From an optimization exercise on the open Yosys and OpenROAD flow, aimed at small area, a short achievable clock period and few clock cycles; shortcuts taken in it are not production practice. Only simulation tests tie the RTL to the original design; equivalence was not proved. Power figures rest on the tool's default switching activity, not on a simulated workload.

<file path="flow/standard.sh">
#!/bin/bash
# synth_recipe.tcl (not shown) runs the flow's synth.tcl, then flattens the netlist and writes it again
# the make line also repeats each setting of config.mk as NAME=value (left out here)
make -C /OpenROAD-flow-scripts/flow DESIGN_CONFIG=/design/flow/config.mk WORK_HOME=/design/flow/orfs CLKGATE_MAP_FILE= SYNTH_SCRIPT=/design/flow/synth_recipe.tcl "${@:-finish}"
</file>
<file path="flow/flow/synth_abc.tcl">
# synth_recipe.tcl with one change: abc runs the script in flow/abc.script
# instead of ORFS's abc_area.script. Everything else is the same.
proc synth {args} { yosys synth -nofsm -noshare {*}$args }
proc abc {args} {
  set i [lsearch -exact $args -script]
  if { $i >= 0 } { lset args [expr {$i + 1}] $::env(FLOW_ABC_SCRIPT) }
  yosys abc {*}$args
}
source $::env(SCRIPTS_DIR)/synth.tcl
# left out here: clear keep_hierarchy, flatten, clean up, hide names made inside functions, write 1_2_yosys.v
</file>
<file path="flow/flow/abc.script">
strash
dch
map -a -B 0.9
topo
stime -c
buffer -c
upsize -c
dnsize -c
</file>
<file path="flow/constraint.sdc">
create_clock -name core_clock -period 4.0 [get_ports {clk}]
set_input_delay 0.8000 -clock core_clock [delete_from_list [all_inputs] [get_ports {clk}]]
set_output_delay 0.8000 -clock core_clock [all_outputs]
set_load 0.01 [all_outputs]
</file>
<file path="flow/config.mk">
export PLATFORM = sky130hd
export DESIGN_NAME = cpu_8bit
export DESIGN_NICKNAME = cpu_8bit
export VERILOG_FILES = /design/flow/design.v
export SDC_FILE = /design/flow/constraint.sdc
export NUM_CORES = 4
export LEC_CHECK = 0
export ABC_AREA = 1
export CAP_MARGIN = 20
export CORE_MARGIN = 2
export CORE_UTILIZATION = 40
export SETUP_SLACK_MARGIN = 2.0
export SLEW_MARGIN = 20
</file>
<file path="flow/flow/run.sh">
#!/bin/bash
# Standard layout, except:
#  - synthesis maps with flow/abc.script and without full/half-adder cells,
#  - the ports get plain buffers,
#  - resizing may change a cell's footprint.
F=$(pwd)/flow
export FLOW_ABC_SCRIPT=$F/abc.script
export BUFFER_PORTS_ARGS="-buffer_cell sky130_fd_sc_hd__buf_1"
bash standard.sh SYNTH_SCRIPT=$F/synth_abc.tcl ADDER_MAP_FILE= MATCH_CELL_FOOTPRINT=0 finish > standard.log 2>&1
</file>
<file path="flow/design.v">
module control_unit (
    input wire clk,
    input wire reset,
    input wire [7:0] data_in,
    output reg rd,
    output reg wr,
    output reg dsel,
    output reg sub,
    output reg [1:0] mop,
    output reg [3:0] mopd
);
    wire [3:0] op    = data_in[7:4];
    wire       ld    = !dsel && (op == 4'h1 || op == 4'h2 || op == 4'h3 || op == 4'h4);
    wire       st    = !dsel && (op == 4'h5);
    always @(posedge clk or posedge reset) begin
        if (reset) begin
            rd   <= 1'b0;
            wr   <= 1'b0;
            dsel <= 1'b0;
        end else begin
            rd   <= ld;
            wr   <= st;
            dsel <= ld || st;
        end
    end
    always @(posedge clk) begin
        sub  <= (op == 4'h2);
        mop  <= data_in[5:4];
        mopd <= data_in[3:0];
    end
endmodule
module datapath (
    input wire clk,
    input wire reset,
    input wire [7:0] data_in,
    input wire rd,
    input wire dsel,
    input wire sub,
    input wire [1:0] mop,
    output reg [7:0] pc,
    output reg [7:0] acc
);
    reg        carry;
    wire [3:0] op  = data_in[7:4];
    wire [3:0] opd = data_in[3:0];
    wire       fetch = !dsel;
    wire       zero = (acc == 8'h00);
    reg        cond;
    always @(*) begin
        case (op[1:0])
            2'b00: cond = 1'b0;      
            2'b01: cond = 1'b1;      
            2'b10: cond = zero;      
            default: cond = carry;   
        endcase
    end
    wire       take = (op[3:2] == 2'b10) && cond;
    wire [7:0] inc  = pc + 8'h01;
    always @(posedge clk or posedge reset) begin
        if (reset)
            pc <= 8'h00;
        else if (fetch)
            pc <= take ? {4'h0, opd} : inc;
    end
    wire [7:0] ax = acc ^ {8{sub}};
    wire [7:0] g0 = ax & data_in;
    wire [7:0] p0 = ax | data_in;
    wire [7:0] g1, p1, g2, p2, g3;
    genvar i;
    generate
        for (i = 0; i < 8; i = i + 1) begin : pf
            if (i >= 1) begin : l1
                assign g1[i] = g0[i] | (p0[i] & g0[i-1]);
                assign p1[i] = p0[i] & p0[i-1];
            end else begin : l1z
                assign g1[i] = g0[i];
                assign p1[i] = p0[i];
            end
            if (i >= 2) begin : l2
                assign g2[i] = g1[i] | (p1[i] & g1[i-2]);
                assign p2[i] = p1[i] & p1[i-2];
            end else begin : l2z
                assign g2[i] = g1[i];
                assign p2[i] = p1[i];
            end
            if (i >= 4) begin : l3
                assign g3[i] = g2[i] | (p2[i] & g2[i-4]);
            end else begin : l3z
                assign g3[i] = g2[i];
            end
        end
    endgenerate
    wire [8:0] c   = {g3, 1'b0};                 
    wire [7:0] sum = acc ^ data_in ^ c[7:0];
    wire is_ar  = rd && (mop[1] ^ mop[0]);       
    wire is_and = rd && (mop == 2'b11);
    wire is_ld  = rd && (mop == 2'b00);
    wire [7:0] k = {8{is_ld}} | ({8{is_and}} & acc);
    wire is_nl = (op[3:1] == 3'b011);            
    wire is_sr = (op == 4'h8);                   
    wire [7:0] nl = op[0] ? {acc[6:0], 1'b0} : ~acc;
    wire [7:0] sr = {1'b0, acc[7:1]};
    wire       c_nl = op[0] ? acc[7] : 1'b1;
    wire [7:0] f_acc = is_nl ? nl : (is_sr ? sr : acc);
    wire       f_c   = is_nl ? c_nl : (is_sr ? 1'b0 : carry);
    reg [7:0] acc_n;
    reg       c_n;
    always @(*) begin
        if (is_ar) begin
            acc_n = sum;
            c_n   = c[8];
        end else if (rd) begin
            acc_n = data_in & k;
            c_n   = 1'b0;
        end else if (fetch) begin
            acc_n = f_acc;
            c_n   = f_c;
        end else begin
            acc_n = acc;
            c_n   = carry;
        end
    end
    always @(posedge clk or posedge reset) begin
        if (reset) begin
            acc   <= 8'h00;
            carry <= 1'b0;
        end else begin
            acc   <= acc_n;
            carry <= c_n;
        end
    end
endmodule
module cpu_8bit (
    input wire clk,
    input wire reset,
    input wire [7:0] data_in,
    output wire [7:0] data_out,
    output wire [7:0] address,
    output wire mem_write
);
    wire       rd;         
    wire       wr;         
    wire       dsel;       
    wire       sub;        
    wire [1:0] mop;        
    wire [3:0] mopd;       
    wire [7:0] pc;
    wire [7:0] acc;
    control_unit ctrl (
        .clk(clk),
        .reset(reset),
        .data_in(data_in),
        .rd(rd),
        .wr(wr),
        .dsel(dsel),
        .sub(sub),
        .mop(mop),
        .mopd(mopd)
    );
    datapath dp (
        .clk(clk),
        .reset(reset),
        .data_in(data_in),
        .rd(rd),
        .dsel(dsel),
        .sub(sub),
        .mop(mop),
        .pc(pc),
        .acc(acc)
    );
    assign address   = dsel ? {4'h0, mopd} : pc;
    assign data_out  = acc;
    assign mem_write = wr;
endmodule
</file>
==> flow_metrics.py, run 1 <==
metrics = {
    "clock_network": {
        "cts.sinks": 27,
        "worstSkewPairLatency_ns": 0.28,
        "cts_tree": "built",
        "cts_root_buffer": "clkbuf_8",
        "clock_tree.htree_level_count": 1,
        "clkTransAtPathRegs_ns": 0.08,
        "clk_path_buf_depth": 2,
        "cts_inserted_buffers": 3,
    },
    "die": {
        "die_outline_area_um2": 5450,
        "design.core.area_um2": 4720,
        "pin_count": 27,
        "die_h_um": 73.8,
        "die-width_um": 73.8,
        "initial_utilization": 0.413,
        "floorplan.rows": 25,
    },
    "global_routing": {
        "first_pass_grt_wire_length_mm": 8.42,
        "antenna_found_initial": 0,
        "track_usage": 0.203,
        "largest_net_degree_at_the_start_of_global_routing": 21,
        "grt-ovfl-total": 0,
        "vias_in_the_first_global_route": 1770,
    },
    "worst_setup_path": {
        "worst_setup_path_start_kind": "flop",
        "timing.critical_path.required_ns": 3.20,
        "timing_worst_setup_path_type": "reg -> out",
        "timing.critical_path.arrival_ns": 1.20,
        "worst-r2r-cell-count": 8,
        "critPathMaxFanout": 6,
        "end_kind": "output pin",
    },
    "timing": {
        "max_slew_violation_count": 0,
        "hold-worst-slack_ns": 0.569,
        "maxClockFrequency_mhz": 500,
        "slew_headroom": 0.479,
        "timing.setup.tns_ns": 0,
        "fin_worst_setup_slack_ns": 2.00,
        "grt_setup_unrepaired": "yes",
        "fin_worst_skew_ns": 0.0128,
        "final.min_clock_period_ns": 2.00,
        "final_min_period_over_clock_period": 0.500,
        "worst_slew_pin_tran_ns": 0.781,
        "setup_violations": 0,
        "hold_viol": 0,
    },
    "layout": {
        "layout.nets": 322,
        "area_growth_pct": 21.5,
        "final_layout_size_suffix_gt1_frac": 0.238,
        "most-common-layout-cells": "34 x nand2_1, 32 x inv_1, 32 x nor2_1, 22 x o21ai_0",
        "mostFrequentLayoutCell": "nand2_1",
        "antenna_cells_inserted": 0,
    },
    "logic_synthesis": {
        "ys.flop_type": "dfrtp_1",
        "synth.distinct_cells": 38,
        "synth-seq-area-share": 0.328,
        "asyncSetResetFlopFracSynth": 0.741,
        "ys.warnings.count": 2,
        "synthesis.area_per_instance_um2": 7.12,
        "netlist_area_um2": 1950,
        "synth-seq-cells": 27,
        "mapped_cells": 274,
        "mappedNetlistNets": 284,
        "number_of_flops_mapped_to_enable_cells_by_yosys": 0,
    },
    "run_status": {
        "outcome": "complete, no violations",
    },
    "route": {
        "vias_per_cell": 5.11,
        "drc_violation_count_after_routing": 0,
        "detail-route-antenna-nets": 0,
        "routed_wire_per_std_cell_um": 13.5,
        "drt_pass1_iterations": 4,
        "initial_drc_count": 99,
        "final_wl_mm": 5.09,
        "vias": 1932,
    },
    "place": {
        "preCtsSetupSlack_ns": 1.35,
        "gp_routability_congestion": 0.881,
        "hpwl_mm": 3.71,
        "place.port_buffers": 26,
    },
    "power_and_ir_drop": {
        "power.static_leakage_uw": 0.00108,
        "irDropWorstVdd_uv": 189,
        "power_density_nw_per_um2": 544,
    },
    "job": {
        "maxCapViolCount": 0,
    },
    "worst_hold_path": {
        "worstHoldPathType": "reg -> reg",
        "timing.hold.worst_path_depth": 2,
    },
}
[cell usage after synthesis, drive strengths merged, types with 5 or more instances]
cell   instances  share of area
nor2          41          0.092
nand3          5          0.013
nand2         37          0.071
inv           42          0.081
buf            6          0.019
nor3           7          0.024
dfxtp          7          0.072
a21oi         22          0.060
xor2          16          0.072
o21ai         32          0.084
dfrtp         20           0.26
[power breakdown]
part / total (uW) / internal (uW) / switching, uW
Clock: 160 / 70.9 / 88.7
Combinational: 672 / 264 / 408
Sequential: 458 / 352 / 106
[kinds of logic (layout without fill, tap and decap cells)]
kind of cell,count (synthesis),in the layout,synth area share
DFF,27,27,0.328
buffers and inverters,53,90,0.109
xor gates and xnor gates,17,17,0.0763
and+or+nand+nor,94,94,0.212
AOI/OAI and AO/OA,83,83,0.274
[per-layer routing]
| metal | up-vias | GRT usage | wire (um) |
|---|---|---|---|
| met4 | 0 | 0.0667 | 39 |
| met5 | - | 0 | 0 |
| met2 | 33 | 0.351 | 2590 |
| met3 | 4 | 0.0233 | 171 |
| li1 | 990 | - | - |
| met1 | 905 | 0.261 | 2290 |
[through the flow]
stage                util  cell area (um2)  total power [uW]  std cells
floorplan               -             1960               910        274
global placement    0.442             2090              1060        357
detailed placement  0.442             2090              1060        357
CTS                 0.473             2230              1250        370
global route        0.502             2370              1400        378
finish              0.502             2370              1290        378
[final cells by class]
cell class,count,area [um2]
clock buffers,3,41.3
clock inverters,1,7.51
fillers,480,2350
inverters,43,166
multi-input cells,194,1170
flip-flops and latches,27,646
well taps,67,83.8
repair buffers,42,243
repair inverters,1,7.51
[worst paths after layout]
check                          start    endpoint  slack (ns)
max                        ctrl.dsel  address[1]        2.00
min                         dp.carry    dp.carry        0.57
max reg2reg                dp.acc[0]    dp.carry        2.10
min reg2reg                 dp.carry    dp.carry        0.57
max in group asynchronous      reset   ctrl.dsel        2.80
min in group asynchronous      reset    dp.pc[4]        0.62
[registers in the layout (all words and copies together) (netlist names)]
| name | count |
|---|---|
| dp.pc | 8 |
| dp.acc | 8 |
| ctrl.mop | 2 |
| ctrl.sub | 1 |
| ctrl.wr | 1 |
| dp.carry | 1 |
| ctrl.mopd | 4 |
| ctrl.dsel | 1 |
| ctrl.rd | 1 |
[worst max-delay path, cell delays in order, from the launching register on]
cell     delay, ns
dfrtp_4       0.53
buf_4         0.15
nand2_1       0.06
o21ai_2       0.05
buf_2         0.13
[what timing repair did]
item,in CTS,in global routing
endpoints found under the setup margin,25,20
hold buffers,0,0
setup buffers,9,7
resized for setup,26,31
cloned,0,1
pin swaps,2,8
Testbench counts, summed over its fixed seeds: cycles 52,861.
==> inputs of run 2 (changes only) <==
--- a/flow/design.v
+++ b/flow/design.v
@@ -5,22 +5,26 @@
     output reg rd,
     output reg wr,
     output reg dsel,
+    output reg asel,
     output reg sub,
     output reg [1:0] mop,
     output reg [3:0] mopd
 );
-    wire [3:0] op    = data_in[7:4];
-    wire       ld    = !dsel && (op == 4'h1 || op == 4'h2 || op == 4'h3 || op == 4'h4);
-    wire       st    = !dsel && (op == 4'h5);
+    wire [3:0] op = data_in[7:4];
+    wire ld = !dsel && (op[3:2] == 2'b00) && (op[1:0] != 2'b00) ||
+              !dsel && (op == 4'h4);
+    wire st = !dsel && (op == 4'h5);
     always @(posedge clk or posedge reset) begin
         if (reset) begin
             rd   <= 1'b0;
             wr   <= 1'b0;
             dsel <= 1'b0;
+            asel <= 1'b0;
         end else begin
             rd   <= ld;
             wr   <= st;
             dsel <= ld || st;
+            asel <= !dsel && (op != 4'h0) && (op[3:1] <= 3'b010);
         end
     end
     always @(posedge clk) begin
@@ -34,6 +38,7 @@
     input wire reset,
     input wire [7:0] data_in,
     input wire rd,
+    input wire wr,
     input wire dsel,
     input wire sub,
     input wire [1:0] mop,
@@ -41,6 +46,7 @@
     output reg [7:0] acc
 );
     reg        carry;
+    wire [7:0] d   = data_in;
     wire [3:0] op  = data_in[7:4];
     wire [3:0] opd = data_in[3:0];
     wire       fetch = !dsel;
@@ -54,17 +60,18 @@
             default: cond = carry;   
         endcase
     end
-    wire       take = (op[3:2] == 2'b10) && cond;
-    wire [7:0] inc  = pc + 8'h01;
+    wire       tk   = fetch && (op[3:2] == 2'b10) && cond;    
+    wire [7:0] pc_s = dsel ? pc : pc + 8'h01;                  
+    wire [7:0] pc_n = tk ? {4'h0, opd} : pc_s;
     always @(posedge clk or posedge reset) begin
         if (reset)
             pc <= 8'h00;
-        else if (fetch)
-            pc <= take ? {4'h0, opd} : inc;
+        else
+            pc <= pc_n;
     end
     wire [7:0] ax = acc ^ {8{sub}};
-    wire [7:0] g0 = ax & data_in;
-    wire [7:0] p0 = ax | data_in;
+    wire [7:0] g0 = ax & d;
+    wire [7:0] p0 = ax | d;
     wire [7:0] g1, p1, g2, p2, g3;
     genvar i;
     generate
@@ -90,36 +97,23 @@
             end
         end
     endgenerate
-    wire [8:0] c   = {g3, 1'b0};                 
-    wire [7:0] sum = acc ^ data_in ^ c[7:0];
-    wire is_ar  = rd && (mop[1] ^ mop[0]);       
+    wire [7:0] c = {g3[6:0], 1'b0};              
+    wire [7:0] h = acc ^ d;                      
+    wire is_ar = rd && (mop[1] ^ mop[0]);        
     wire is_and = rd && (mop == 2'b11);
     wire is_ld  = rd && (mop == 2'b00);
     wire [7:0] k = {8{is_ld}} | ({8{is_and}} & acc);
-    wire is_nl = (op[3:1] == 3'b011);            
-    wire is_sr = (op == 4'h8);                   
+    wire is_nl = fetch && (op[3:1] == 3'b011);
+    wire is_sr = fetch && (op == 4'h8);
     wire [7:0] nl = op[0] ? {acc[6:0], 1'b0} : ~acc;
     wire [7:0] sr = {1'b0, acc[7:1]};
     wire       c_nl = op[0] ? acc[7] : 1'b1;
-    wire [7:0] f_acc = is_nl ? nl : (is_sr ? sr : acc);
-    wire       f_c   = is_nl ? c_nl : (is_sr ? 1'b0 : carry);
-    reg [7:0] acc_n;
-    reg       c_n;
-    always @(*) begin
-        if (is_ar) begin
-            acc_n = sum;
-            c_n   = c[8];
-        end else if (rd) begin
-            acc_n = data_in & k;
-            c_n   = 1'b0;
-        end else if (fetch) begin
-            acc_n = f_acc;
-            c_n   = f_c;
-        end else begin
-            acc_n = acc;
-            c_n   = carry;
-        end
-    end
+    wire [7:0] y   = is_nl ? nl : (is_sr ? sr : ((d & k) | (acc & {8{!rd}})));
+    wire       y_c = is_nl ? c_nl : (!is_sr && !rd && carry);
+    wire [7:0] r1 = is_ar ? ~h : y;
+    wire [7:0] r0 = is_ar ?  h : y;
+    wire [7:0] acc_n = (c & r1) | (~c & r0);
+    wire       c_n   = is_ar ? g3[7] : y_c;
     always @(posedge clk or posedge reset) begin
         if (reset) begin
             acc   <= 8'h00;
@@ -141,6 +135,7 @@
     wire       rd;         
     wire       wr;         
     wire       dsel;       
+    wire       asel;       
     wire       sub;        
     wire [1:0] mop;        
     wire [3:0] mopd;       
@@ -153,6 +148,7 @@
         .rd(rd),
         .wr(wr),
         .dsel(dsel),
+        .asel(asel),
         .sub(sub),
         .mop(mop),
         .mopd(mopd)
@@ -162,13 +158,14 @@
         .reset(reset),
         .data_in(data_in),
         .rd(rd),
+        .wr(wr),
         .dsel(dsel),
         .sub(sub),
         .mop(mop),
         .pc(pc),
         .acc(acc)
     );
-    assign address   = dsel ? {4'h0, mopd} : pc;
+    assign address   = asel ? {4'h0, mopd} : pc;
     assign data_out  = acc;
     assign mem_write = wr;
 endmodule
--- a/flow/flow/run.sh
+++ b/flow/flow/run.sh
@@ -5,5 +5,5 @@
 #  - resizing may change a cell's footprint.
 F=$(pwd)/flow
 export FLOW_ABC_SCRIPT=$F/abc.script
-export BUFFER_PORTS_ARGS="-buffer_cell sky130_fd_sc_hd__buf_1"
+export BUFFER_PORTS_ARGS="-buffer_cell sky130_fd_sc_hd__buf_2"
 bash standard.sh SYNTH_SCRIPT=$F/synth_abc.tcl ADDER_MAP_FILE= MATCH_CELL_FOOTPRINT=0 finish > standard.log 2>&1
==> run 2 against run 1 <==
Net effect: fmax is 2.9% higher; combinational power is 19% lower; critical path type unchanged; via count is 0.47% lower; total power is 4.1% lower; worst hold slack worse by 0.027 ns; largest power group unchanged.
==> flow_metrics.py, run 2 <==
metrics = {
    "place": {
        "gp_routability_congestion": 0.875,
        "hpwl_mm": 3.68,
        "place.port_buffers": 26,
        "dpl.cell_count": 363,
    },
    "logic_synthesis": {
        "netlist.area_leader.share": 0.264,
        "synth_commonest_cells": "46 x nand2_1, 41 x nor2_1, 29 x inv_1, 25 x a21oi_1, 21 x dfrtp_1",
        "post-synth-top-count-cell": "nand2_1",
        "ys.warnings.count": 2,
        "asyncSetResetFlopFracSynth": 0.750,
        "synth-seq-cells": 28,
        "mappedNetlistNets": 292,
        "synthesis.area_per_instance_um2": 7.05,
        "synth-seq-area-share": 0.335,
        "mapped_cells": 282,
        "number_of_flops_mapped_to_enable_cells_by_yosys": 0,
        "yosysTopAreaCell": "dfrtp_1",
        "ys.flop_type": "dfrtp_1",
        "yosys-top-cells-area": "dfrtp_1 26%, nand2_1 8.7%, nor2_1 7.7%, dfxtp_1 7.1%, a21oi_1 6.3%",
        "synth.distinct_cells": 43,
        "netlist_area_um2": 1990,
    },
    "layout": {
        "post_layout_nonfiller_instances": 370,
        "mostFrequentLayoutCell": "nand2_1",
        "most-common-layout-cells": "45 x nand2_1, 40 x nor2_1, 29 x inv_1, 25 x a21oi_1, 25 x buf_2",
        "layout.nets": 314,
        "antenna_cells_inserted": 0,
        "area_growth_pct": 12.3,
        "final_layout_size_suffix_gt1_frac": 0.228,
        "largestRegisters": "dp.acc: 8 flops, dp.pc: 8 flops, ctrl.mopd: 4 flops",
    },
    "clock_network": {
        "cts_root_buffer": "clkbuf_8",
        "clock_tree.htree_level_count": 1,
        "clkTransAtPathRegs_ns": 0.10,
        "clk_path_buf_depth": 2,
        "cts.sinks": 28,
        "cts_tree": "built",
        "number_of_buffers_inserted_for_hold_repair_after_clock_tree_synthesis": 0,
        "worstSkewPairLatency_ns": 0.29,
        "cts_inserted_buffers": 3,
    },
    "worst_hold_path": {
        "worstHoldPathType": "reg -> reg",
        "holdCritStartpoint": "ctrl.dsel",
    },
    "route": {
        "routed_wire_per_std_cell_um": 13.5,
        "initial_drc_count": 172,
        "vias_per_cell": 5.20,
        "detail-route-antenna-nets": 0,
        "highest_layer": "met4",
        "dr_wl_met3_um": 298,
        "drt-met1-wl_mm": 2.43,
        "vias": 1923,
        "drc_violation_count_after_routing": 0,
        "drt_pass1_iterations": 5,
        "final_wl_mm": 5.01,
        "detailroute.wirelength.met2_mm": 2.23,
    },
    "timing": {
        "hold-worst-slack_ns": 0.543,
        "fin_worst_skew_ns": 0.00465,
        "slew_headroom": 0.414,
        "timing.setup.tns_ns": 0,
        "final_min_period_over_clock_period": 0.486,
        "hold_viol": 0,
        "maxClockFrequency_mhz": 515,
        "final.min_clock_period_ns": 1.94,
        "worst_slew_pin_tran_ns": 0.878,
        "max_slew_violation_count": 0,
        "setup_violations": 0,
        "grt_setup_unrepaired": "yes",
    },
    "worst_setup_path": {
        "worstSetupStartpoint": "ctrl.asel",
        "critical_path.slowest_cell": "dfrtp_2",
        "timing.critical_path.arrival_ns": 1.14,
        "regToRegStartpoint": "ctrl.sub",
        "worst_setup_path_start_kind": "flop",
        "timing.critical_path.required_ns": 3.20,
        "ff2ff_setup_slack_ns": 2.19,
        "slowest_stage_delay_cp_ns": 0.50,
        "worst-path-buf-inv": 1,
        "timing_worst_setup_path_type": "reg -> out",
        "end_kind": "output pin",
        "timing.critical_path.cells": "o21ai_0, buf_2",
        "critPathMaxFanout": 12,
        "cp_top_family": "flip-flops",
    },
    "run_status": {
        "outcome": "complete, no violations",
    },
    "power_and_ir_drop": {
        "power.static_leakage_uw": 0.00104,
        "power_density_nw_per_um2": 554,
        "irDropWorstVdd_uv": 188,
    },
    "global_routing": {
        "grt-ovfl-total": 0,
        "largest_net_degree_at_the_start_of_global_routing": 23,
        "first_pass_grt_wire_length_mm": 8.31,
        "track_usage": 0.196,
        "vias_in_the_first_global_route": 1701,
        "antenna_found_initial": 0,
    },
    "job": {
        "maxCapViolCount": 0,
    },
    "die": {
        "die_outline_area_um2": 5550,
        "die_h_um": 74.5,
        "pin_count": 27,
        "floorplan.rows": 25,
        "initial_utilization": 0.418,
        "die-width_um": 74.5,
        "design.core.area_um2": 4750,
    },
}
==> run 2: changes by cell type in the layout (fill, tap and decap cells not counted), sizes merged, moves of 3 or more <==
cell,before,now
a21oi,22,27
buf,40,28
nand2,37,46
nor2,41,48
nor4,0,3
o211ai,4,1
o21ai,32,28
xnor2,1,7
xor2,16,7
==> run 2: final timing paths <==
check | end | cells past startpoint
max | address[2] | 2
min | dp.pc[0] | 1
max reg2reg | dp.carry | 9
min reg2reg | dp.pc[0] | 1
max in group asynchronous | ctrl.asel | 2
min in group asynchronous | dp.acc[7] | 2
==> run 2: area by class of cell <==
cell class,count,area [um2]
multi-input cells,201,1100
well taps,67,83.8
clock buffers,3,41.3
flip-flops and latches,28,669
clock inverters,1,30.0
inverters,41,154
repair buffers,29,155
fillers,529,2520
==> run 2: logic make-up after synthesis <==
| group | after synthesis | synth area share |
|---|---|---|
| buffers and inverters | 53 | 0.118 |
| xor gates and xnor gates | 14 | 0.0730 |
| and+or+nand+nor | 112 | 0.247 |
| DFF | 28 | 0.335 |
| AOI/OAI and AO/OA | 75 | 0.227 |
==> run 2: what timing repair did <==
item	4_1_cts	5_1_grt
pin swaps	0	1
cloned	0	0
endpoints found under the setup margin	2	15
gates resized for setup	1	7
buffers inserted	0	3
==> run 2: report_power, final <==
part	total (uW)	switching (uW)	internal [uW]	leakage [uW]
Sequential	455	99.3	356	0.000318
Clock	236	102	134	0.0000357
Combinational	546	323	223	0.000687
==> run 2: metal layers <==
metal,up-vias,track usage
li1,967,-
met1,885,0.296
met2,66,0.299
met3,5,0.0217
met4,0,0.0536
met5,-,0
==> run 2: stage by stage <==
stage	worst slack (ns)	area [um2]	util	power, uW
detailed placement	1.73	2120	0.446	995
finish	2.06	2230	0.469	1240
global route	1.99	2230	0.469	1340
floorplan	2.07	1990	-	871
CTS	2.01	2190	0.461	1230
global placement	1.73	2120	0.446	988
Testbench counts of run 2, summed over its fixed seeds: cycles 52,861.
==> inputs of run 3 (changes only) <==
--- a/flow/config.mk
+++ b/flow/config.mk
@@ -9,5 +9,5 @@
 export CAP_MARGIN = 20
 export CORE_MARGIN = 2
 export CORE_UTILIZATION = 40
-export SETUP_SLACK_MARGIN = 2.0
+export SETUP_SLACK_MARGIN = 2.15
 export SLEW_MARGIN = 20
==> run 3 against run 2 <==
Net effect: worst hold slack improved by 0.0078 ns; register-to-register slack got worse by 0.05 ns; largest cell class unchanged; die area stayed put; via count grew 8.4%.
==> flow_metrics.py, run 3 <==
metrics = {
    "global_routing": {
        "first_pass_grt_wire_length_mm": 8.87,
        "vias_in_the_first_global_route": 1783,
        "antenna_found_initial": 0,
        "largest_net_degree_at_the_start_of_global_routing": 23,
        "track_usage": 0.209,
        "grt-ovfl-total": 0,
    },
    "layout": {
        "area_growth_pct": 31.2,
        "final_layout_size_suffix_gt1_frac": 0.365,
        "mostFrequentLayoutCell": "nand2_1",
        "postLayoutCoreUtil": 0.548,
        "layout.nets": 340,
        "largestRegisters": "dp.acc: 8 flops, dp.pc: 8 flops, ctrl.mopd: 4 flops",
        "register_area_um2": 681,
        "fillers": 476,
        "most-common-layout-cells": "38 x nand2_1, 37 x nor2_1, 27 x inv_1, 26 x buf_4, 24 x a21oi_1",
        "antenna_cells_inserted": 0,
        "final_area_um2": 2610,
        "area_of_the_multi_input_gates_um2": 1220,
    },
    "clock_network": {
        "clock_tree.htree_level_count": 1,
        "cts_inserted_buffers": 3,
        "clk_path_buf_depth": 2,
        "clkTransAtPathRegs_ns": 0.10,
        "cts_root_buffer": "clkbuf_8",
        "worstSkewPairLatency_ns": 0.27,
        "cts.sinks": 28,
        "cts_tree": "built",
    },
    "logic_synthesis": {
        "post-synth-top-count-cell": "nand2_1",
        "ys.warnings.count": 2,
        "ys.flop_type": "dfrtp_1",
        "asyncSetResetFlopFracSynth": 0.750,
        "yosys-top-cells-area": "dfrtp_1 26%, nand2_1 8.7%, nor2_1 7.7%, dfxtp_1 7.1%, a21oi_1 6.3%",
        "mapped_cells": 282,
        "netlist.area_leader.share": 0.264,
        "mappedNetlistNets": 292,
        "netlist_area_um2": 1990,
        "synth_commonest_cells": "46 x nand2_1, 41 x nor2_1, 29 x inv_1, 25 x a21oi_1, 21 x dfrtp_1",
        "yosysTopAreaCell": "dfrtp_1",
        "synth-seq-area-share": 0.335,
        "synth-seq-cells": 28,
        "synthesis.area_per_instance_um2": 7.05,
        "number_of_flops_mapped_to_enable_cells_by_yosys": 0,
        "synth.distinct_cells": 43,
    },
    "place": {
        "hpwl_mm": 3.74,
        "dpl_cell_area_um2": 2130,
        "gp_routability_congestion": 0.914,
        "place.port_buffers": 26,
    },
    "worst_setup_path": {
        "end_kind": "output pin",
        "timing.critical_path.required_ns": 3.20,
        "timing_worst_setup_path_type": "reg -> out",
        "critPathMaxFanout": 6,
        "worst_setup_path_start_kind": "flop",
        "timing.critical_path.arrival_ns": 1.11,
    },
    "route": {
        "vias_per_cell": 5.26,
        "drt_pass1_iterations": 5,
        "final_wl_mm": 5.69,
        "vias": 2084,
        "initial_drc_count": 209,
        "detail-route-antenna-nets": 0,
        "routed_wire_per_std_cell_um": 14.4,
        "drc_violation_count_after_routing": 0,
    },
    "power_and_ir_drop": {
        "net-switching-power_uw": 582,
        "pwr-share-comb": 0.518,
        "power_density_nw_per_um2": 539,
        "power.internal_uw": 824,
        "netSwitchingFraction": 0.414,
        "seq_power_share": 0.323,
        "clkPwrFrac": 0.160,
        "power.static_leakage_uw": 0.00120,
        "irDropWorstVdd_uv": 269,
    },
    "timing": {
        "fin_worst_skew_ns": 0.00625,
        "grt_setup_unrepaired": "yes",
        "final_min_period_over_clock_period": 0.477,
        "slew_headroom": 0.423,
        "max_slew_violation_count": 0,
        "setup_violations": 0,
        "final.min_clock_period_ns": 1.91,
        "timing.setup.tns_ns": 0,
        "maxClockFrequency_mhz": 524,
        "worst_slew_pin_tran_ns": 0.865,
        "hold_viol": 0,
    },
    "die": {
        "pin_count": 27,
        "floorplan.rows": 25,
        "design.core.area_um2": 4750,
        "initial_utilization": 0.418,
        "die-width_um": 74.5,
        "die_h_um": 74.5,
        "die_outline_area_um2": 5550,
    },
    "worst_hold_path": {
        "worstHoldPathType": "reg -> reg",
    },
    "run_status": {
        "outcome": "complete, no violations",
    },
    "job": {
        "maxCapViolCount": 0,
    },
}
-- run 3: cell counts after synthesis --
No cell type changed its count.
-- run 3: cell type report --
class,count,share of cell area
repair buffers,55,0.148
inverters,41,0.0619
flip-flops and latches,28,0.261
multi-input cells,201,0.469
clock buffers,3,0.0158
well taps,67,0.0322
clock inverters,1,0.0115
-- run 3: logic make-up after synthesis --
logic type,share of synthesized area
AO/OA/AOI/OAI,0.227
XOR/XNOR,0.0730
buffers and inverters,0.118
flip-flops,0.335
AND/OR/NAND/NOR,0.247
-- run 3: routing by layer --
metal,vias to the layer above,share of wire,GRT usage
li1,1026,-,-
met1,952,0.46,0.308
met2,94,0.46,0.314
met3,12,0.061,0.0352
met4,0,0.019,0.0615
met5,-,0,0
-- run 3: final timing paths --
path	startpoint	end	slack, ns	cells after the start
worst max-delay path	ctrl.asel	address[3]	2.09	4
worst min-delay path	dp.pc[4]	dp.pc[4]	0.55	2
worst max register to register	dp.acc[3]	dp.carry	2.14	7
worst min register to register	dp.pc[4]	dp.pc[4]	0.55	2
max in group asynchronous	reset	dp.acc[1]	2.72	2
min in group asynchronous	reset	dp.carry	0.69	2
-- run 3: worst max-delay path, cell delays in order (launching register included) --
cell     delay, ns
dfrtp_2       0.46
buf_6         0.15
nand2_1       0.05
o21ai_1       0.05
buf_2         0.13
-- run 3: power by group through the flow --
stage / Clock, uW / Combinational (uW) / Sequential [uW]
final: 224 / 728 / 453
after global routing: 246 / 809 / 465
after CTS: 234 / 553 / 456
after detailed placement: 0 / 534 / 462
after global placement: 0 / 535 / 462
after floorplan: 0 / 457 / 416
-- run 3: timing repair --
action                                  CTS  global route
gates resized for setup                  20            46
pin swaps                                 9            16
endpoints found under the setup margin   21            24
hold buffers                              0             0
buffers inserted                          7            22
-- run 3: metrics by stage --
stage                     setup slack, ns  hold WS, ns  cells  total power [uW]
after detailed placement             1.68        0.521    363               996
final                                2.09        0.550    396              1410
after floorplan                      2.10        0.489    282               873
after global placement               1.69        0.506    363               997
after CTS                            2.08        0.546    374              1240
after global routing                 2.01        0.604    396              1520
==> inputs of run 4 (changes only) <==
--- a/flow/config.mk
+++ b/flow/config.mk
@@ -9,5 +9,5 @@
 export CAP_MARGIN = 20
 export CORE_MARGIN = 2
 export CORE_UTILIZATION = 40
-export SETUP_SLACK_MARGIN = 2.15
+export SETUP_SLACK_MARGIN = 2.3
 export SLEW_MARGIN = 20
==> run 4 against run 3 <==
Net effect: still clean on timing, DRC and antenna; total power increased by 8.5%; non-clock buffer count increased by 12; synthesized cell count unchanged; sequential power decreased by 6.0%; critical path type unchanged; critical endpoint is now address[1].
==> flow_metrics.py, run 4 <==
metrics = {
    "run_status": {
        "outcome": "complete, no violations",
    },
    "clock_network": {
        "clk_path_buf_depth": 2,
        "cts_inserted_buffers": 3,
        "clock_tree.htree_level_count": 1,
        "cts_tree": "built",
        "clkTransAtPathRegs_ns": 0.10,
        "cts.sinks": 28,
        "number_of_buffers_inserted_for_hold_repair_after_clock_tree_synthesis": 0,
        "worstSkewPairLatency_ns": 0.30,
        "cts_root_buffer": "clkbuf_8",
    },
    "layout": {
        "area_growth_pct": 46.7,
        "largestRegisters": "dp.acc: 8 flops, dp.pc: 8 flops, ctrl.mopd: 4 flops",
        "final_layout_size_suffix_gt1_frac": 0.453,
        "postLayoutCoreUtil": 0.613,
        "mostFrequentLayoutCell": "buf_4",
        "most-common-layout-cells": "36 x buf_4, 33 x nand2_1, 31 x nor2_1, 26 x inv_1, 21 x a21oi_1",
        "layout.nets": 353,
        "fillers": 437,
        "post_layout_nonfiller_instances": 409,
        "antenna_cells_inserted": 0,
    },
    "global_routing": {
        "grt-ovfl-total": 0,
        "antenna_found_initial": 0,
        "grt_util_met3": 0.0244,
        "top_usage_layer": "met2",
        "track_usage": 0.225,
        "largest_net_degree_at_the_start_of_global_routing": 23,
        "grtUsageMet2": 0.349,
        "first_pass_grt_wire_length_mm": 9.47,
        "gr-usage-met1": 0.327,
        "vias_in_the_first_global_route": 1957,
    },
    "die": {
        "die_outline_area_um2": 5550,
        "initial_utilization": 0.418,
        "pin_count": 27,
        "die-width_um": 74.5,
        "die_h_um": 74.5,
        "floorplan.rows": 25,
        "design.core.area_um2": 4750,
    },
    "timing": {
        "final_min_period_over_clock_period": 0.479,
        "hold-worst-slack_ns": 0.549,
        "timing.setup.tns_ns": 0,
        "hold_viol": 0,
        "worst_slew_pin_tran_ns": 0.923,
        "grt_setup_unrepaired": "yes",
        "slew_headroom": 0.384,
        "max_slew_violation_count": 0,
        "maxClockFrequency_mhz": 522,
        "fin_worst_skew_ns": 0.0145,
        "fin_worst_setup_slack_ns": 2.09,
        "final.min_clock_period_ns": 1.91,
        "setup_violations": 0,
    },
    "logic_synthesis": {
        "mapped_cells": 282,
        "yosys-top-cells-area": "dfrtp_1 26%, nand2_1 8.7%, nor2_1 7.7%, dfxtp_1 7.1%, a21oi_1 6.3%",
        "synthXorXnorAreaFrac": 0.0730,
        "synth-seq-cells": 28,
        "synth-seq-area-share": 0.335,
        "yosysTopAreaCell": "dfrtp_1",
        "synth-compound-area-share": 0.227,
        "netlist_area_um2": 1990,
        "post_synth_mux_area_share": 0,
        "synth.distinct_cells": 43,
        "ys.flop_type": "dfrtp_1",
        "ys.warnings.count": 2,
        "simple_gate_share_of_the_synthesized_area": 0.247,
        "synthesis.area_per_instance_um2": 7.05,
        "post-synth-top-count-cell": "nand2_1",
        "mappedNetlistNets": 292,
        "number_of_flops_mapped_to_enable_cells_by_yosys": 0,
        "synth_commonest_cells": "46 x nand2_1, 41 x nor2_1, 29 x inv_1, 25 x a21oi_1, 21 x dfrtp_1",
        "asyncSetResetFlopFracSynth": 0.750,
        "main_combinational_cell_family_by_area_after_synthesis": "simple AND/OR/NAND/NOR gates",
        "yosys.area_share.adder": 0,
        "netlist.area_leader.share": 0.264,
    },
    "job": {
        "maxCapViolCount": 0,
    },
    "worst_setup_path": {
        "timing.critical_path.arrival_ns": 1.11,
        "end_kind": "output pin",
        "timing.critical_path.required_ns": 3.20,
        "timing_worst_setup_path_type": "reg -> out",
        "critPathMaxFanout": 5,
        "worst_setup_path_start_kind": "flop",
    },
    "route": {
        "final_wl_mm": 5.90,
        "drc_violation_count_after_routing": 0,
        "routed_wire_per_std_cell_um": 14.4,
        "initial_drc_count": 142,
        "drt_pass1_iterations": 5,
        "vias": 2107,
        "detail-route-antenna-nets": 0,
        "vias_per_cell": 5.15,
    },
    "place": {
        "dpl.cell_count": 363,
        "preCtsSetupSlack_ns": 1.69,
        "hpwl_mm": 3.70,
        "place.port_buffers": 26,
        "gp_routability_congestion": 0.859,
    },
    "worst_hold_path": {
        "worstHoldPathType": "reg -> reg",
    },
    "power_and_ir_drop": {
        "irDropWorstVdd_uv": 204,
        "power_density_nw_per_um2": 523,
        "power.static_leakage_uw": 0.00131,
    },
}
==> run 4: cell counts after synthesis <==
No cell type changed its count.
==> run 4: layer usage <==
layer | share of wire | vias to the layer above
met4 | 0.025 | 0
met1 | 0.46 | 977
li1 | - | 1054
met2 | 0.47 | 65
met5 | 0 | -
met3 | 0.045 | 11
==> run 4: worst max-delay path: stages (launching register included) <==
cell and delay (ns):
dfrtp_2 0.45, buf_12 0.14, o21ai_2 0.10, buf_2 0.14
==> run 4: per-stage QoR <==
stage,power (uW),instance area [um2]
finish,1520,2920
floorplan,882,2050
CTS,1380,2540
global route,1640,2920
detailed placement,1000,2160
global placement,1000,2160
==> run 4: cell type report <==
cell class / count / area [um2] / area share
Clock inverter: 1 / 30.0 / 0.0103
Timing Repair Buffer: 67 / 569 / 0.195
Clock buffer: 3 / 41.3 / 0.0142
Multi-Input combinational cell: 202 / 1340 / 0.458
Inverter: 41 / 175 / 0.0601
Tap cell: 67 / 83.8 / 0.0288
Sequential cell: 28 / 681 / 0.233
==> run 4: worst paths after layout <==
path	startpoint	to	slack, ns	cells past startpoint
max	ctrl.asel	address[1]	2.09	3
min	dp.pc[5]	dp.pc[5]	0.55	2
max reg2reg	dp.acc[1]	dp.carry	2.23	8
min reg2reg	dp.pc[5]	dp.pc[5]	0.55	2
max in group asynchronous	reset	ctrl.asel	2.68	2
min in group asynchronous	reset	dp.carry	0.68	2
==> run 4: where the power goes <==
part / switching (uW) / total, uW / internal [uW]
logic: 462 / 859 / 397
registers: 65.6 / 426 / 360
clock network: 105 / 239 / 134
==> run 4: timing repair <==
action,4_1_cts,5_1_grt
resized for setup,50,58
pin swaps,15,22
gates cloned,1,0
setup endpoints to repair,28,26
setup buffers,22,19
==> run 4: kinds of logic after synthesis <==
family | count (synthesis)
buffers and inverters | 53
and+or+nand+nor | 112
DFF | 28
xor gates and xnor gates | 14
AOI/OAI and AO/OA | 75
==> inputs of run 5 (changes only) <==
==> flow/flow/abc.script (replaced) <==
strash
dc2
dch
map -a -B 0.9
topo
stime -c
buffer -c
upsize -c
dnsize -c
--- a/flow/config.mk
+++ b/flow/config.mk
@@ -9,5 +9,5 @@
 export CAP_MARGIN = 20
 export CORE_MARGIN = 2
 export CORE_UTILIZATION = 40
-export SETUP_SLACK_MARGIN = 2.3
+export SETUP_SLACK_MARGIN = 2.0
 export SLEW_MARGIN = 20
==> run 5 against run 4 <==
Net effect: final area fell by 22%; die area fell by 7.2%; worst hold slack got worse by 0.016 ns; final cell count fell by 15%; global-route usage fell by 1.9 points; flip-flop and latch count did not move; critical path depth rose by 15; largest cell class unchanged.
==> flow_metrics.py, run 5 <==
metrics = {
    "route": {
        "final_wl_mm": 4.93,
        "drt_pass1_iterations": 4,
        "drc_violation_count_after_routing": 0,
        "initial_drc_count": 143,
        "vias_per_cell": 5.27,
        "detail-route-antenna-nets": 0,
        "vias": 1840,
        "routed_wire_per_std_cell_um": 14.1,
    },
    "timing": {
        "final_min_period_over_clock_period": 0.570,
        "setup_violations": 0,
        "grt_setup_unrepaired": "yes",
        "fin_worst_skew_ns": 0.00970,
        "hold_viol": 0,
        "final.min_clock_period_ns": 2.28,
        "max_slew_violation_count": 0,
        "worst_slew_pin_tran_ns": 0.857,
        "maxClockFrequency_mhz": 438,
        "hold-worst-slack_ns": 0.534,
        "timing.setup.tns_ns": 0,
        "slew_headroom": 0.428,
    },
    "place": {
        "dpl.cell_count": 326,
        "gp_routability_congestion": 0.850,
        "hpwl_mm": 3.40,
        "place.port_buffers": 26,
    },
    "die": {
        "die-width_um": 71.8,
        "pin_count": 27,
        "die_h_um": 71.8,
        "design.core.area_um2": 4380,
        "floorplan.rows": 24,
        "initial_utilization": 0.419,
        "die_outline_area_um2": 5150,
    },
    "power_and_ir_drop": {
        "clkPwrFrac": 0.144,
        "power_density_nw_per_um2": 536,
        "seq_power_share": 0.363,
        "power.internal_uw": 721,
        "power.static_leakage_uw": 0.00106,
        "irDropWorstVdd_uv": 240,
        "pwr-share-comb": 0.493,
        "netSwitchingFraction": 0.409,
        "fin_total_pwr_uw": 1220,
        "net-switching-power_uw": 499,
    },
    "clock_network": {
        "cts.sinks": 28,
        "worstSkewPairLatency_ns": 0.28,
        "number_of_buffers_inserted_for_hold_repair_after_clock_tree_synthesis": 0,
        "cts_tree": "built",
        "cts_inserted_buffers": 3,
        "clkTransAtPathRegs_ns": 0.09,
        "clk_path_buf_depth": 2,
        "clock_tree.htree_level_count": 1,
        "cts_root_buffer": "clkbuf_8",
    },
    "worst_hold_path": {
        "holdCritStartpoint": "ctrl.dsel",
        "min_delay_worst_endpoint": "dp.pc[0]",
        "timing.hold.worst_path_depth": 1,
        "worstHoldPathType": "reg -> reg",
    },
    "layout": {
        "layout.nets": 308,
        "area_growth_pct": 23.9,
        "mostFrequentLayoutCell": "inv_1",
        "most-common-layout-cells": "34 x inv_1, 32 x nand2_1, 30 x a21oi_1, 24 x buf_2, 22 x o21ai_0",
        "final_layout_size_suffix_gt1_frac": 0.279,
        "postLayoutCoreUtil": 0.519,
        "fillers": 461,
        "post_layout_nonfiller_instances": 349,
        "antenna_cells_inserted": 0,
        "largestRegisters": "dp.acc: 8 flops, dp.pc: 8 flops, ctrl.mopd: 4 flops",
    },
    "worst_setup_path": {
        "worst_r2r_endpoint": "dp.acc[7]",
        "worst_setup_path_start_kind": "input port",
        "worst-r2r-cell-count": 17,
        "end_kind": "flop",
        "cpMostUsedCell": "nand2_2",
        "cp_top_family": "simple AND/OR/NAND/NOR gates",
        "timing.critical_path.required_ns": 4.16,
        "critical_path.slowest_cell": "maj3_2",
        "regToRegStartpoint": "dp.acc[1]",
        "worst-path-buf-inv": 5,
        "timing.critical_path.arrival_ns": 2.44,
        "critPathMaxFanout": 3,
        "slowest_stage_delay_cp_ns": 0.30,
        "timing.critical_path.cells": "buf_8, inv_4, or2_1, nand2_2, inv_2, maj3_2, nand2_2, nand2_2, inv_2, nand2_2, nand2_2, maj3_4, nand2_2, o21a_4, inv_4, o21ai_2, a21oi_2, a21oi_2",
        "ff2ff_setup_slack_ns": 1.76,
        "timing_worst_setup_path_type": "in -> reg",
    },
    "logic_synthesis": {
        "synthesis.area_per_instance_um2": 7.15,
        "synth-seq-area-share": 0.362,
        "netlist_area_um2": 1840,
        "mappedNetlistNets": 267,
        "asyncSetResetFlopFracSynth": 0.750,
        "yosysTopAreaCell": "dfrtp_1",
        "synth.distinct_cells": 39,
        "synth-seq-cells": 28,
        "synth_commonest_cells": "35 x inv_1, 35 x nand2_1, 30 x a21oi_1, 24 x nor2_1, 22 x o21ai_0",
        "ys.flop_type": "dfrtp_1",
        "yosys-top-cells-area": "dfrtp_1 29%, a21oi_1 8.2%, dfxtp_1 7.6%, inv_1 7.2%, nand2_1 7.2%",
        "mapped_cells": 257,
        "number_of_flops_mapped_to_enable_cells_by_yosys": 0,
        "ys.warnings.count": 2,
        "netlist.area_leader.share": 0.286,
    },
    "job": {
        "maxCapViolCount": 0,
    },
    "global_routing": {
        "vias_in_the_first_global_route": 1706,
        "grt-ovfl-total": 0,
        "track_usage": 0.206,
        "antenna_found_initial": 0,
        "largest_net_degree_at_the_start_of_global_routing": 22,
        "first_pass_grt_wire_length_mm": 8.34,
    },
    "run_status": {
        "outcome": "complete, no violations",
    },
}
## run 5: area by class of cell
cell class / instances / area, um2 / area share
Tap cell: 52 / 65.1 / 0.0286
Timing Repair Buffer: 45 / 289 / 0.127
Multi-Input combinational cell: 179 / 1030 / 0.454
Sequential cell: 28 / 672 / 0.295
Inverter: 41 / 163 / 0.0715
Clock buffer: 4 / 55.1 / 0.0242
## run 5: repair_timing
action,4_1_cts,5_1_grt
cloned,0,0
resized for setup,16,4
pin swaps,13,10
endpoints found under the setup margin,9,17
buffers inserted,14,5
## run 5: how the worst max path moves through the flow
stage / from / to / slack (ns) / cells past startpoint
finish: data_in[1] / dp.acc[7] / 1.72 / 18
global route: data_in[1] / dp.acc[7] / 1.63 / 18
CTS: data_in[1] / dp.acc[7] / 1.68 / 18
detailed placement: data_in[1] / dp.acc[7] / 1.33 / 18
global placement: data_in[1] / dp.acc[7] / 1.36 / 18
floorplan: data_in[1] / dp.acc[7] / 1.60 / 17
## run 5: power by group through the flow
stage,clock [uW],combinational (uW),sequential (uW)
after floorplan,0,388,419
after CTS,183,574,441
after global routing,194,676,458
final,176,601,442
after global placement,0,487,453
after detailed placement,0,489,454
## run 5: layer usage
metal  global-route usage  share of wire
met3               0.0338          0.045
met1                0.294           0.48
met2                0.328           0.47
met5                    0              0
met4               0.0461         0.0077
## run 5: cell families (layout without fill, tap and decap cells)
family / Yosys count / in the layout / share of synthesized area
XOR/XNOR: 12 / 12 / 0.0572
AO/OA/AOI/OAI: 80 / 80 / 0.260
flip-flops: 28 / 28 / 0.362
AND/OR/NAND/NOR: 85 / 85 / 0.200
buffers and inverters: 50 / 90 / 0.107
adder cells (fa/ha/maj): 2 / 2 / 0.0136
## run 5: worst register-to-register path, delay by kind of cell, from the launching register on
family | cells | cell delay (ns)
xor gates and xnor gates | 1 | 0.14
DFF | 1 | 0.45
and+or+nand+nor | 7 | 0.59
AOI/OAI and AO/OA | 4 | 0.33
adders and majority gates | 2 | 0.48
buffers and inverters | 3 | 0.16
## run 5: stage by stage
stage                     cell area (um2)  setup slack (ns)
after global placement               2020              1.36
after CTS                            2220              1.68
final                                2280              1.72
after detailed placement             2020              1.33
after floorplan                      1860              1.60
after global routing                 2280              1.63
==> inputs of run 6 (changes only) <==
==> flow/flow/abc.script (replaced) <==
strash
dch
map -a -B 0.9
mfs2
topo
stime -c
buffer -c
upsize -c
dnsize -c
==> run 6 against run 5 <==
Net effect: the flow now stops in 1_2_yosys.
==> flow_metrics.py, run 6 <==
metrics = {
    "run_status": {
        "outcome": "did not finish",
        "run.stop_error": "ERROR: ABC script did not complete successfully",
        "lastStage": "1_2_yosys",
    },
    "logic_synthesis": {
        "ys.warnings.count": 2,
    },
}
==> inputs of run 7 (changes only) <==
==> flow/flow/abc.script (replaced) <==
strash
dc2
resyn2
dch
map -a -B 0.9
topo
stime -c
buffer -c
upsize -c
dnsize -c
==> run 7 against run 6 <==
Net effect: the run again fails in 1_2_yosys.
==> flow_metrics.py, run 7 <==
metrics = {
    "run_status": {
        "outcome": "did not finish",
        "lastStage": "1_2_yosys",
        "run.stop_error": "ERROR: ABC script did not complete successfully",
    },
    "logic_synthesis": {
        "ys.warnings.count": 2,
    },
}
==> inputs of run 8 (changes only) <==
==> flow/flow/abc.script (replaced) <==
strash
dch
map -a
topo
stime -c
buffer -c
upsize -c
dnsize -c
strash
dch
map -a
topo
stime -c
buffer -c
upsize -c
dnsize -c
==> run 8 against run 7 <==
Net effect: now clean on timing, DRC and antenna.
==> flow_metrics.py, run 8 <==
metrics = {
    "worst_setup_path": {
        "worst_setup_path_start_kind": "input port",
        "slowest_stage_delay_cp_ns": 0.34,
        "timing.critical_path.required_ns": 4.22,
        "timing.critical_path.cells": "buf_12, inv_8, a21oi_4, o21ai_2, maj3_2, nand2_2, nand2_4, a21oi_4, inv_2, a211oi_2, a21oi_2, nand3b_1, a31oi_1",
        "critical_path.slowest_cell": "maj3_2",
        "cpMostUsedCell": "a21oi_4",
        "critPathMaxFanout": 4,
        "timing.critical_path.arrival_ns": 2.33,
        "end_kind": "flop",
        "timing_worst_setup_path_type": "in -> reg",
    },
    "die": {
        "die_h_um": 72.5,
        "die-width_um": 72.5,
        "die_outline_area_um2": 5250,
        "floorplan.rows": 24,
        "initial_utilization": 0.422,
        "pin_count": 27,
        "design.core.area_um2": 4440,
    },
    "power_and_ir_drop": {
        "power.internal_uw": 733,
        "seq_power_share": 0.359,
        "clkPwrFrac": 0.190,
        "pwr-share-comb": 0.451,
        "netSwitchingFraction": 0.416,
        "power_density_nw_per_um2": 543,
        "irDropWorstVdd_uv": 271,
        "power.static_leakage_uw": 0.00109,
        "net-switching-power_uw": 521,
    },
    "clock_network": {
        "cts_root_buffer": "clkbuf_8",
        "worstSkewPairLatency_ns": 0.29,
        "clkTransAtPathRegs_ns": 0.11,
        "number_of_buffers_inserted_for_hold_repair_after_clock_tree_synthesis": 0,
        "cts.sinks": 28,
        "clk_path_buf_depth": 2,
        "cts_inserted_buffers": 3,
        "cts_tree": "built",
        "clock_tree.htree_level_count": 1,
    },
    "route": {
        "detail-route-antenna-nets": 0,
        "drc_violation_count_after_routing": 0,
        "initial_drc_count": 108,
        "vias_per_cell": 5.44,
        "final_wl_mm": 5.15,
        "routed_wire_per_std_cell_um": 14.7,
        "vias": 1904,
        "drt_pass1_iterations": 4,
    },
    "place": {
        "gp_routability_congestion": 0.895,
        "place.port_buffers": 26,
        "hpwl_mm": 3.58,
        "dpl_cell_area_um2": 2060,
        "preCtsSetupSlack_ns": 1.52,
    },
    "layout": {
        "postLayoutCoreUtil": 0.520,
        "final_area_um2": 2310,
        "largestRegisters": "dp.acc: 8 flops, dp.pc: 8 flops, ctrl.mopd: 4 flops",
        "mostFrequentLayoutCell": "inv_1",
        "register_area_um2": 668,
        "fillers": 453,
        "layout.nets": 309,
        "area_of_the_multi_input_gates_um2": 1070,
        "area_growth_pct": 23.2,
        "final_layout_size_suffix_gt1_frac": 0.242,
        "antenna_cells_inserted": 0,
        "most-common-layout-cells": "37 x inv_1, 36 x nand2_1, 31 x nor2_1, 25 x a21oi_1, 23 x buf_2",
    },
    "logic_synthesis": {
        "synth.distinct_cells": 39,
        "mappedNetlistNets": 275,
        "synth_commonest_cells": "43 x inv_1, 37 x nand2_1, 33 x nor2_1, 28 x a21oi_1, 22 x o21ai_0",
        "netlist_area_um2": 1870,
        "post-synth-top-count-cell": "inv_1",
        "synth-seq-cells": 28,
        "yosys-top-cells-area": "dfrtp_1 28%, inv_1 8.6%, a21oi_1 7.5%, dfxtp_1 7.5%, nand2_1 7.4%",
        "synthesis.area_per_instance_um2": 7.07,
        "ys.warnings.count": 2,
        "yosysTopAreaCell": "dfrtp_1",
        "ys.flop_type": "dfrtp_1",
        "asyncSetResetFlopFracSynth": 0.750,
        "netlist.area_leader.share": 0.280,
        "number_of_flops_mapped_to_enable_cells_by_yosys": 0,
        "synth-seq-area-share": 0.355,
        "mapped_cells": 265,
    },
    "global_routing": {
        "grt-ovfl-total": 0,
        "first_pass_grt_wire_length_mm": 8.27,
        "vias_in_the_first_global_route": 1731,
        "largest_net_degree_at_the_start_of_global_routing": 22,
        "antenna_found_initial": 0,
        "track_usage": 0.200,
    },
    "timing": {
        "fin_worst_setup_slack_ns": 1.89,
        "slew_headroom": 0.430,
        "worst_slew_pin_tran_ns": 0.854,
        "final_min_period_over_clock_period": 0.526,
        "max_slew_violation_count": 0,
        "maxClockFrequency_mhz": 475,
        "hold_viol": 0,
        "final.min_clock_period_ns": 2.11,
        "fin_worst_skew_ns": 0.0111,
        "grt_setup_unrepaired": "yes",
        "timing.setup.tns_ns": 0,
        "hold-worst-slack_ns": 0.522,
        "setup_violations": 0,
    },
    "worst_hold_path": {
        "worstHoldPathType": "reg -> reg",
    },
    "job": {
        "maxCapViolCount": 0,
    },
    "run_status": {
        "outcome": "complete, no violations",
    },
}
[run 8: routing by layer]
metal | vias up | wire length (um) | share of wire | GRT usage
li1 | 949 | - | - | -
met1 | 890 | 2450 | 0.48 | 0.289
met3 | 7 | 279 | 0.054 | 0.0222
met4 | 0 | 68 | 0.013 | 0.0597
met5 | - | 0 | 0 | 0
met2 | 58 | 2340 | 0.46 | 0.317
[run 8: kinds of logic (layout without fill, tap and decap cells)]
group,count (synthesis),count (layout),share of synthesized area
AND/OR/NAND/NOR,87,87,0.194
adder cells (fa/ha/maj),1,1,0.00601
XOR/XNOR,13,13,0.0607
buffers and inverters,54,87,0.113
AO/OA/AOI/OAI,82,82,0.272
flip-flops,28,28,0.355
[run 8: per-stage QoR]
| stage | instances | power, uW |
|---|---|---|
| 6_report | 350 | 1250 |
| 5_1_grt | 350 | 1360 |
| 4_1_cts | 338 | 1220 |
| 3_5_place_dp | 334 | 974 |
| 3_3_place_gp | 334 | 973 |
| 2_1_floorplan | 265 | 832 |
[run 8: path summary, 6_finish.rpt]
kind | to | cells past startpoint | start | slack, ns
setup / recovery | dp.carry | 13 | data_in[0] | 1.89
hold / removal | dp.pc[2] | 1 | dp.pc[2] | 0.52
max in group asynchronous | ctrl.asel | 2 | reset | 2.75
setup reg to reg | dp.carry | 11 | dp.acc[0] | 1.94
min in group asynchronous | dp.acc[7] | 2 | reset | 0.66
hold reg to reg | dp.pc[2] | 1 | dp.pc[2] | 0.52
[run 8: power by group through the flow]
stage	registers (uW)	clock network, uW	logic, uW
2_1_floorplan	423	0	409
5_1_grt	464	256	642
3_5_place_dp	455	0	519
6_report	450	239	565
4_1_cts	449	242	527
3_3_place_gp	456	0	518
[run 8: area by class of cell]
cell class	instances	share of cell area
multi-input cells	183	0.463
flip-flops and latches	28	0.289
repair buffers	39	0.113
inverters	44	0.0764
well taps	52	0.0282
clock buffers	3	0.0179
clock inverters	1	0.0130
[run 8: what timing repair did]
action / CTS / global route
pin swaps: 3 / 7
endpoints found under the setup margin: 6 / 15
resized for setup: 8 / 20
buffers inserted: 0 / 12
[run 8: critical path, delay by kind of cell]
kind,cells,cell delay [ns]
compound gates,6,0.71
buf+inv,3,0.18
fa+ha+maj,1,0.34
simple gates,3,0.31
==> inputs of run 9 (changes only) <==
==> flow/flow/abc.script (replaced) <==
strash
dch
map -a
topo
stime -c
upsize -c
dnsize -c
==> run 9 against run 8 <==
Net effect: utilization decreased by 1.1 points; worst hold slack better by 0.023 ns; count of clock-buffer cells in the layout is the same; register-to-register slack better by 0.19 ns; wire length decreased by 4.1%; via count is 0.95% lower; clock skew is 0.0070 ns lower; sequential share of layout area is 1.0 points higher; critical endpoint is now dp.acc[5]; largest power group unchanged.
==> flow_metrics.py, run 9 <==
metrics = {
    "clock_network": {
        "clkTransAtPathRegs_ns": 0.10,
        "cts_root_buffer": "clkbuf_8",
        "cts_inserted_buffers": 3,
        "worstSkewPairLatency_ns": 0.28,
        "number_of_buffers_inserted_for_hold_repair_after_clock_tree_synthesis": 0,
        "cts_tree": "built",
        "clock_tree.htree_level_count": 1,
        "clk_path_buf_depth": 2,
        "cts.sinks": 28,
    },
    "die": {
        "pin_count": 27,
        "die_h_um": 71.9,
        "die-width_um": 71.9,
        "die_outline_area_um2": 5170,
        "design.core.area_um2": 4380,
        "initial_utilization": 0.420,
        "floorplan.rows": 24,
    },
    "layout": {
        "final_layout_size_suffix_gt1_frac": 0.222,
        "area_growth_pct": 21.1,
        "fillers": 453,
        "largestRegisters": "dp.acc: 8 flops, dp.pc: 8 flops, ctrl.mopd: 4 flops",
        "layout.nets": 308,
        "final_area_um2": 2230,
        "mostFrequentLayoutCell": "nor2_1",
        "most-common-layout-cells": "42 x nor2_1, 36 x clkinv_1, 28 x nand2_1, 24 x a21oi_1, 24 x buf_2",
        "antenna_cells_inserted": 0,
        "post_layout_nonfiller_instances": 349,
    },
    "global_routing": {
        "grt-ovfl-total": 0,
        "antenna_found_initial": 0,
        "vias_in_the_first_global_route": 1679,
        "first_pass_grt_wire_length_mm": 8.06,
        "largest_net_degree_at_the_start_of_global_routing": 22,
        "track_usage": 0.199,
    },
    "power_and_ir_drop": {
        "power_density_nw_per_um2": 569,
        "power.static_leakage_uw": 0.000940,
        "fin_total_pwr_uw": 1270,
        "irDropWorstVdd_uv": 240,
    },
    "route": {
        "drt_pass1_iterations": 4,
        "vias": 1886,
        "routed_wire_per_std_cell_um": 14.1,
        "drc_violation_count_after_routing": 0,
        "initial_drc_count": 100,
        "vias_per_cell": 5.40,
        "detail-route-antenna-nets": 0,
        "final_wl_mm": 4.93,
    },
    "worst_setup_path": {
        "worst_setup_path_start_kind": "input port",
        "timing.critical_path.required_ns": 4.20,
        "timing_worst_setup_path_type": "in -> reg",
        "end_kind": "flop",
        "critPathMaxFanout": 7,
        "timing.critical_path.arrival_ns": 2.11,
    },
    "logic_synthesis": {
        "yosysTopAreaCell": "dfrtp_1",
        "synthesis.area_per_instance_um2": 7.03,
        "synth_commonest_cells": "48 x nor2_1, 38 x clkinv_1, 31 x nand2_1, 24 x a21oi_1, 21 x dfrtp_1",
        "asyncSetResetFlopFracSynth": 0.750,
        "synth.distinct_cells": 32,
        "synth-seq-area-share": 0.361,
        "mapped_cells": 262,
        "ys.flop_type": "dfrtp_1",
        "number_of_flops_mapped_to_enable_cells_by_yosys": 0,
        "mappedNetlistNets": 272,
        "post-synth-top-count-cell": "nor2_1",
        "netlist_area_um2": 1840,
        "ys.warnings.count": 2,
        "netlist.area_leader.share": 0.285,
        "synth-seq-cells": 28,
        "yosys-top-cells-area": "dfrtp_1 29%, nor2_1 9.8%, clkinv_1 7.7%, dfxtp_1 7.6%, a21oi_1 6.5%",
    },
    "timing": {
        "maxClockFrequency_mhz": 524,
        "final.min_clock_period_ns": 1.91,
        "hold-worst-slack_ns": 0.545,
        "hold_viol": 0,
        "max_slew_violation_count": 0,
        "grt_setup_unrepaired": "yes",
        "setup_violations": 0,
        "final_min_period_over_clock_period": 0.477,
        "fin_worst_skew_ns": 0.00410,
        "slew_headroom": 0.441,
        "worst_slew_pin_tran_ns": 0.833,
        "timing.setup.tns_ns": 0,
    },
    "run_status": {
        "outcome": "complete, no violations",
    },
    "place": {
        "gp_routability_congestion": 0.852,
        "place.port_buffers": 26,
        "hpwl_mm": 3.60,
        "dpl_cell_area_um2": 2030,
        "dpl.cell_count": 339,
    },
    "job": {
        "maxCapViolCount": 0,
    },
    "worst_hold_path": {
        "worstHoldPathType": "reg -> reg",
    },
}
## run 9: layer usage
layer | part of all wire | wire, um | GRT usage
met1 | 0.47 | 2330 | 0.274
met2 | 0.49 | 2430 | 0.340
met3 | 0.031 | 154 | 0.0309
met4 | 0.0034 | 17 | 0.0252
met5 | 0 | 0 | 0
## run 9: metrics by stage
stage               setup slack [ns]   util
CTS                             2.01  0.484
finish                          2.09  0.509
detailed placement              1.58  0.464
global route                    1.92  0.509
global placement                1.56  0.464
floorplan                       2.10      -
## run 9: worst paths after layout
kind	from	endpoint	slack [ns]	cells past startpoint
min in group asynchronous	reset	dp.acc[3]	0.57	2
setup / recovery	data_in[7]	dp.acc[5]	2.09	9
setup reg to reg	ctrl.rd	dp.acc[5]	2.13	6
max in group asynchronous	reset	ctrl.asel	3.01	2
hold / removal	dp.pc[1]	dp.pc[1]	0.54	2
hold reg to reg	dp.pc[1]	dp.pc[1]	0.54	2
## run 9: timing repair
action / in CTS / in global routing
resized for setup: 5 / 19
setup endpoints to repair: 5 / 19
buffers inserted: 0 / 5
cloned: 0 / 1
pin swaps: 0 / 1
## run 9: cell type report
| class | instances | area (um2) | area share |
|---|---|---|---|
| flip-flops and latches | 28 | 668 | 0.299 |
| multi-input cells | 189 | 1080 | 0.483 |
| repair inverters | 1 | 5.00 | 0.00224 |
| well taps | 52 | 65.1 | 0.0291 |
| repair buffers | 31 | 173 | 0.0774 |
| clock inverters | 1 | 30.0 | 0.0135 |
| clock buffers | 3 | 41.3 | 0.0185 |
| inverters | 44 | 173 | 0.0774 |
## run 9: critical path: stages
cell and delay [ns]:
buf_2 0.16, clkinv_1 0.16, nor3_4 0.17, nand2_2 0.13, inv_2 0.16, a31oi_1 0.07, a221oi_2 0.24, a21oi_1 0.06
o22ai_1 0.15
## run 9: cell families after synthesis
kind of cell	after synthesis	synth area share
simple gates	94	0.206
compound gates	77	0.255
xor+xnor	16	0.0760
buf+inv	45	0.0916
flops	28	0.361
mux	2	0.0109
## run 9: power by group
part | total (uW) | internal (uW) | switching [uW]
Combinational | 579 | 236 | 343
Sequential | 464 | 357 | 106
Clock | 229 | 134 | 94.7
Total | 1270 | 727 | 544

port drivers added, routing unchanged:
The flow's constraints put no driver on any port. The routed layouts listed below were extracted and timed again, unchanged, in two steps. Step 1 (the two cells are an assumption about what drives the block):
set clk [get_ports {clk}]
set_driving_cell -lib_cell sky130_fd_sc_hd__clkbuf_16 $clk
set_driving_cell -lib_cell sky130_fd_sc_hd__buf_2 [delete_from_list [all_inputs] $clk]
Step 2 adds t to the input delays and takes it off the output delays; t is the mean of the earliest and latest rising clock arrival at the registers after step 1. Input paths then give back, and output paths get back, about the clock's delay inside the block. Three values: ideal, step 1, step 2; two values: the first two.
| run | t (ns) | setup slack, ns | hold WS [ns] |
|---|---|---|---|
| run 1 | 0.303 | 2.001 / 1.975 / 1.801 | 0.569 / 0.569 / 0.569 |
| run 2 | 0.312 | 2.057 / 2.028 / 1.824 | 0.543 / 0.543 / 0.543 |
| run 3 | 0.298 | 2.092 / 2.064 / 1.849 | 0.550 / 0.550 / 0.550 |
| run 4 | 0.314 | 2.086 / 2.060 / 1.902 | 0.549 / 0.549 / 0.549 |
| run 5 | 0.298 | 1.718 / 1.690 / 1.392 | 0.534 / 0.534 / 0.534 |
| run 8 | 0.314 | 1.895 / 1.852 / 1.538 | 0.522 / 0.522 / 0.522 |
| run 9 | 0.303 | 2.091 / 2.085 / 1.794 | 0.545 / 0.545 / 0.545 |
After both steps every run listed still meets setup and hold. For run 8, which loses most, drivers alone change the setup slack by -0.043 ns; drivers and shift together by -0.357 ns.
